Background: an optimization exercise with open tools, aiming at small area, a short achievable clock period and few clock cycles per item. Do not read the settings as production practice.
Only simulation tests tie the RTL to the original design; equivalence was not proved.
Power is estimated from default activity; no workload was simulated.

==> flow/design.v <==
module lzss_enc_top (
    input               clk,
    input               rst_x,
    input               i_valid,
    output              ow_ready,
    input       [7:0]   i_data,
    input               i_last,
    output              o_valid,
    input               i_ready,
    output      [8:0]   o_code,
    output              o_last
);
    integer             k;
    reg                 r_rdy;           
    reg                 r_iv;
    reg     [7:0]       r_ib;
    reg                 r_il;
    reg     [7:0]       r_win [1:64];    
    reg     [63:0]      r_s0, r_s1, r_s2;    
    reg     [5:0]       r_rv;            
    reg     [5:0]       r_lb;            
    reg     [7:0]       r_chi;
    reg     [6:0]       r_clo;
    reg     [2:0]       r_skip;          
    reg     [3:0]       r_ea;
    reg     [5:0]       r_ex2, r_ex3, r_ex4, r_ex5;
    reg                 r_m1, r_m2, r_m3;
    reg                 r_l2;
    reg     [1:0]       r_l3;            
    reg     [5:0]       r_x1, r_x2, r_x3;    
    reg                 r_sv;
    reg                 r_hv;
    reg     [9:0]       r_hd;
    reg     [9:0]       r_sd;
    wire                w_ended = ~r_rv[0] | r_lb[0];
    wire                w_adv   = ~r_sv & (r_iv | (w_ended & (|r_rv)));
    assign  ow_ready    = r_rdy;
    assign  o_valid     = r_hv;
    assign  o_code      = r_hd[8:0];
    assign  o_last      = r_hd[9];
    always @(posedge clk or negedge rst_x) begin
        if (!rst_x) begin
            r_iv    <= 1'b0;
        end
        else if (r_rdy) begin
            r_iv    <= i_valid;
        end
    end
    always @(posedge clk) begin
        if (r_rdy) begin
            r_ib    <= i_data;
            r_il    <= i_last;
        end
    end
    wire    [7:0]       w_ceq = r_chi ^ {r_chi[6:0], 1'b1};      
    reg     [63:0]      w_in;
    reg     [63:0]      w_eq;
    always @(*) begin
        for (k = 0; k < 64; k = k + 1) begin
            if ((k % 8) == 7)
                w_in[k] = r_chi[k/8];
            else
                w_in[k] = r_chi[k/8] | (w_ceq[k/8] & r_clo[k%8]);
            w_eq[k] = (r_ib == r_win[k+1]) && w_in[k];
        end
    end
    wire    [63:0]      t2 = r_s1 | r_s2;
    wire    [63:0]      t3 = r_s2;
    wire    [63:0]      t4 = r_s2 & ~r_s0;
    wire    [63:0]      t5 = r_s2 & ~r_s1;
    wire    [5:0]       w_x2, w_x3, w_x4, w_x5;
    wire                a2, a3, a4, a5;
    lzss_lowest #(.W(64), .N(6)) u_low2 (.i_v(t2), .o_any(a2), .o_idx(w_x2));
    lzss_lowest #(.W(64), .N(6)) u_low3 (.i_v(t3), .o_any(a3), .o_idx(w_x3));
    lzss_lowest #(.W(64), .N(6)) u_low4 (.i_v(t4), .o_any(a4), .o_idx(w_x4));
    lzss_lowest #(.W(64), .N(6)) u_low5 (.i_v(t5), .o_any(a5), .o_idx(w_x5));
    always @(posedge clk) begin
        if (w_adv) begin
            r_win[1]    <= r_ib;
            for (k = 2; k <= 64; k = k + 1)
                r_win[k]    <= r_win[k-1];
            r_s0        <= w_eq & ~r_s2;
            r_s1        <= w_eq & r_s0;
            r_s2        <= w_eq & (r_s1 | (r_s2 & ~r_s0));
            r_lb        <= {r_lb[4:0], r_iv & r_il};
            r_ea        <= {a5, a4, a3, a2};
            r_ex2       <= w_x2;
            r_ex3       <= w_x3;
            r_ex4       <= w_x4;
            r_ex5       <= w_x5;
            r_m1        <= r_ea[0];
            r_x1        <= r_ex2;
            r_m2        <= r_ea[1] | r_m1;
            r_l2        <= r_ea[1];
            r_x2        <= r_ea[1] ? r_ex3 : r_x1;
            r_m3        <= r_ea[2] | r_m2;
            r_l3        <= r_ea[2] ? 2'd2 : {1'b0, r_l2};
            r_x3        <= r_ea[2] ? r_ex4 : r_x2;
        end
    end
    always @(posedge clk or negedge rst_x) begin
        if (!rst_x) begin
            r_rv    <= 6'd0;
            r_chi   <= 8'd0;
            r_clo   <= 7'd0;
        end
        else if (w_adv) begin
            r_rv    <= {r_rv[4:0], r_iv};
            if (r_iv) begin
                if (r_il) begin
                    r_chi   <= 8'd0;
                    r_clo   <= 7'd0;
                end
                else if (!r_chi[7]) begin
                    if (r_clo[6]) begin
                        r_chi   <= {r_chi[6:0], 1'b1};
                        r_clo   <= 7'd0;
                    end
                    else begin
                        r_clo   <= {r_clo[5:0], 1'b1};
                    end
                end
            end
        end
    end
    wire                w_cm = r_ea[3] | r_m3;
    wire    [1:0]       w_cl = r_ea[3] ? 2'd3 : r_l3;
    wire    [5:0]       w_cx = r_ea[3] ? r_ex5 : r_x3;
    wire                w_lst = r_lb[5] | (w_cm & (r_lb[4] | ((w_cl != 2'd0) & r_lb[3]) |
                                ((w_cl[1]) & r_lb[2]) | ((w_cl == 2'd3) & r_lb[1])));
    wire    [9:0]       w_code = w_cm ? {w_lst, 1'b1, ~w_cx, w_cl} : {w_lst, 1'b0, r_win[6]};
    wire                w_push = w_adv & r_rv[5] & (r_skip == 3'd0);
    wire                w_pop  = r_hv & i_ready;
    always @(posedge clk or negedge rst_x) begin
        if (!rst_x) begin
            r_skip  <= 3'd0;
        end
        else if (w_adv && r_rv[5]) begin
            if (r_skip != 3'd0)
                r_skip  <= r_skip - 3'd1;
            else if (w_cm)
                r_skip  <= {1'b0, w_cl} + 3'd1;
        end
    end
    wire                w_sv_next = r_sv ? ~w_pop : (w_push & r_hv & ~w_pop);
    always @(posedge clk) begin
        r_rdy   <= ~w_sv_next;
    end
    always @(posedge clk or negedge rst_x) begin
        if (!rst_x) begin
            r_hv    <= 1'b0;
            r_sv    <= 1'b0;
        end
        else begin
            r_sv    <= w_sv_next;
            if (w_push)
                r_hv    <= 1'b1;
            else if (w_pop && !r_sv)
                r_hv    <= 1'b0;
        end
    end
    always @(posedge clk) begin
        if (r_sv) begin
            if (w_pop)
                r_hd    <= r_sd;
        end
        else if (w_push) begin
            if (!r_hv || w_pop)
                r_hd    <= w_code;
            else
                r_sd    <= w_code;
        end
    end
endmodule
module lzss_lowest #(
    parameter   W   = 64,
    parameter   N   = 6
)(
    input       [W-1:0]     i_v,
    output                  o_any,
    output      [N-1:0]     o_idx
);
    generate
        if (W == 2) begin : leaf
            assign  o_any   = i_v[0] | i_v[1];
            assign  o_idx   = ~i_v[0];
        end
        else begin : node
            wire                w_any_lo;
            wire                w_any_hi;
            wire    [N-2:0]     w_lo;
            wire    [N-2:0]     w_hi;
            lzss_lowest #(.W(W/2), .N(N-1)) u_lo (.i_v(i_v[W/2-1:0]), .o_any(w_any_lo), .o_idx(w_lo));
            lzss_lowest #(.W(W/2), .N(N-1)) u_hi (.i_v(i_v[W-1:W/2]), .o_any(w_any_hi), .o_idx(w_hi));
            assign  o_any   = w_any_lo | w_any_hi;
            assign  o_idx   = w_any_lo ? {1'b0, w_lo} : {1'b1, w_hi};
        end
    endgenerate
endmodule
==> flow/config.mk <==
export PLATFORM = sky130hd
export DESIGN_NAME = lzss_enc_top
export DESIGN_NICKNAME = lzss_enc_top
export VERILOG_FILES = /design/flow/design.v
export SDC_FILE = /design/flow/constraint.sdc
export NUM_CORES = 4
export LEC_CHECK = 0
export ABC_AREA = 1
export CAP_MARGIN = 20
export CORE_MARGIN = 2
export CORE_UTILIZATION = 70
export CTS_BUF_LIST = sky130_fd_sc_hd__clkbuf_8 sky130_fd_sc_hd__clkbuf_16
export CTS_CLUSTER_DIAMETER = 60
export CTS_CLUSTER_SIZE = 16
export PLACE_DENSITY = 0.8
export SETUP_SLACK_MARGIN = 3.62
export SLEW_MARGIN = 20
==> flow/constraint.sdc <==
create_clock -name core_clock -period 6.0 [get_ports {clk}]
set_input_delay 1.2000 -clock core_clock [delete_from_list [all_inputs] [get_ports {clk}]]
set_output_delay 1.2000 -clock core_clock [all_outputs]
set_load 0.01 [all_outputs]
run.sh (not shown) runs the stock make flow with config.mk's settings and CLKGATE_MAP_FILE= SYNTH_SCRIPT=/design/flow/synth_recipe.tcl, a recipe that flattens the netlist after the stock synthesis.
The starting point completed with no timing, DRC or antenna violations.
Testbench counts at the start, summed over its fixed seeds: cycles 85,802, items 84,290.
==> next run, changes <==
CTS_BUF_LIST = sky130_fd_sc_hd__clkbuf_4 sky130_fd_sc_hd__clkbuf_8   (was sky130_fd_sc_hd__clkbuf_8 sky130_fd_sc_hd__clkbuf_16)
CTS_CLUSTER_DIAMETER = 70   (was 60)
What happened: The changed run completed with no timing, DRC or antenna violations. Power came out lower by 5.8%. Global-route usage came out lower by 0.24 points. Flip-flop and latch count stays the same. Non-clock buffer count came out lower by 1. Wire length came out lower by 0.60%. Worst hold slack hardly moves. Register-to-register slack is worse by 0.08 ns.
==> next run, changes <==
CTS_CLUSTER_DIAMETER = 45   (was 70)
CTS_CLUSTER_SIZE = 18   (was 16)
SETUP_SLACK_MARGIN = 3.5   (was 3.62)
Total power went up by 6.5%.
Die area does not change.
Worst hold slack loses 0.0060 ns.

-- re-timing with driven ports --
How much do the figures lean on ideal ports? The routed layouts below were timed once more, with nothing changed but the port constraints.
Step 1, drivers: a clkbuf_16 drives clk and a buf_2 each remaining input, both assumed.
Step 2 moves the port delays by t, midway between the first and last clock arrival at a register: inputs arrive t later, outputs are due t later. That takes back most of the time a late clock gives input paths.
Slacks: ideal ports / drivers / drivers and shift; pairs: ideal ports / drivers.
run | t (ns) | slack for setup (ns) | slew at the worst register clock pin (ns)
the first run | 0.698 | 3.625 / 3.561 / 3.296 | 0.08 / 0.08
the second run | 0.766 | 3.545 / 3.487 / 3.336 | 0.11 / 0.11
the third run | 0.780 | 3.518 / 3.472 / 3.303 | 0.11 / 0.11
After both steps every run listed still meets setup and hold. For the first run, which loses most, drivers alone change the setup slack by -0.064 ns; drivers and shift together by -0.329 ns.
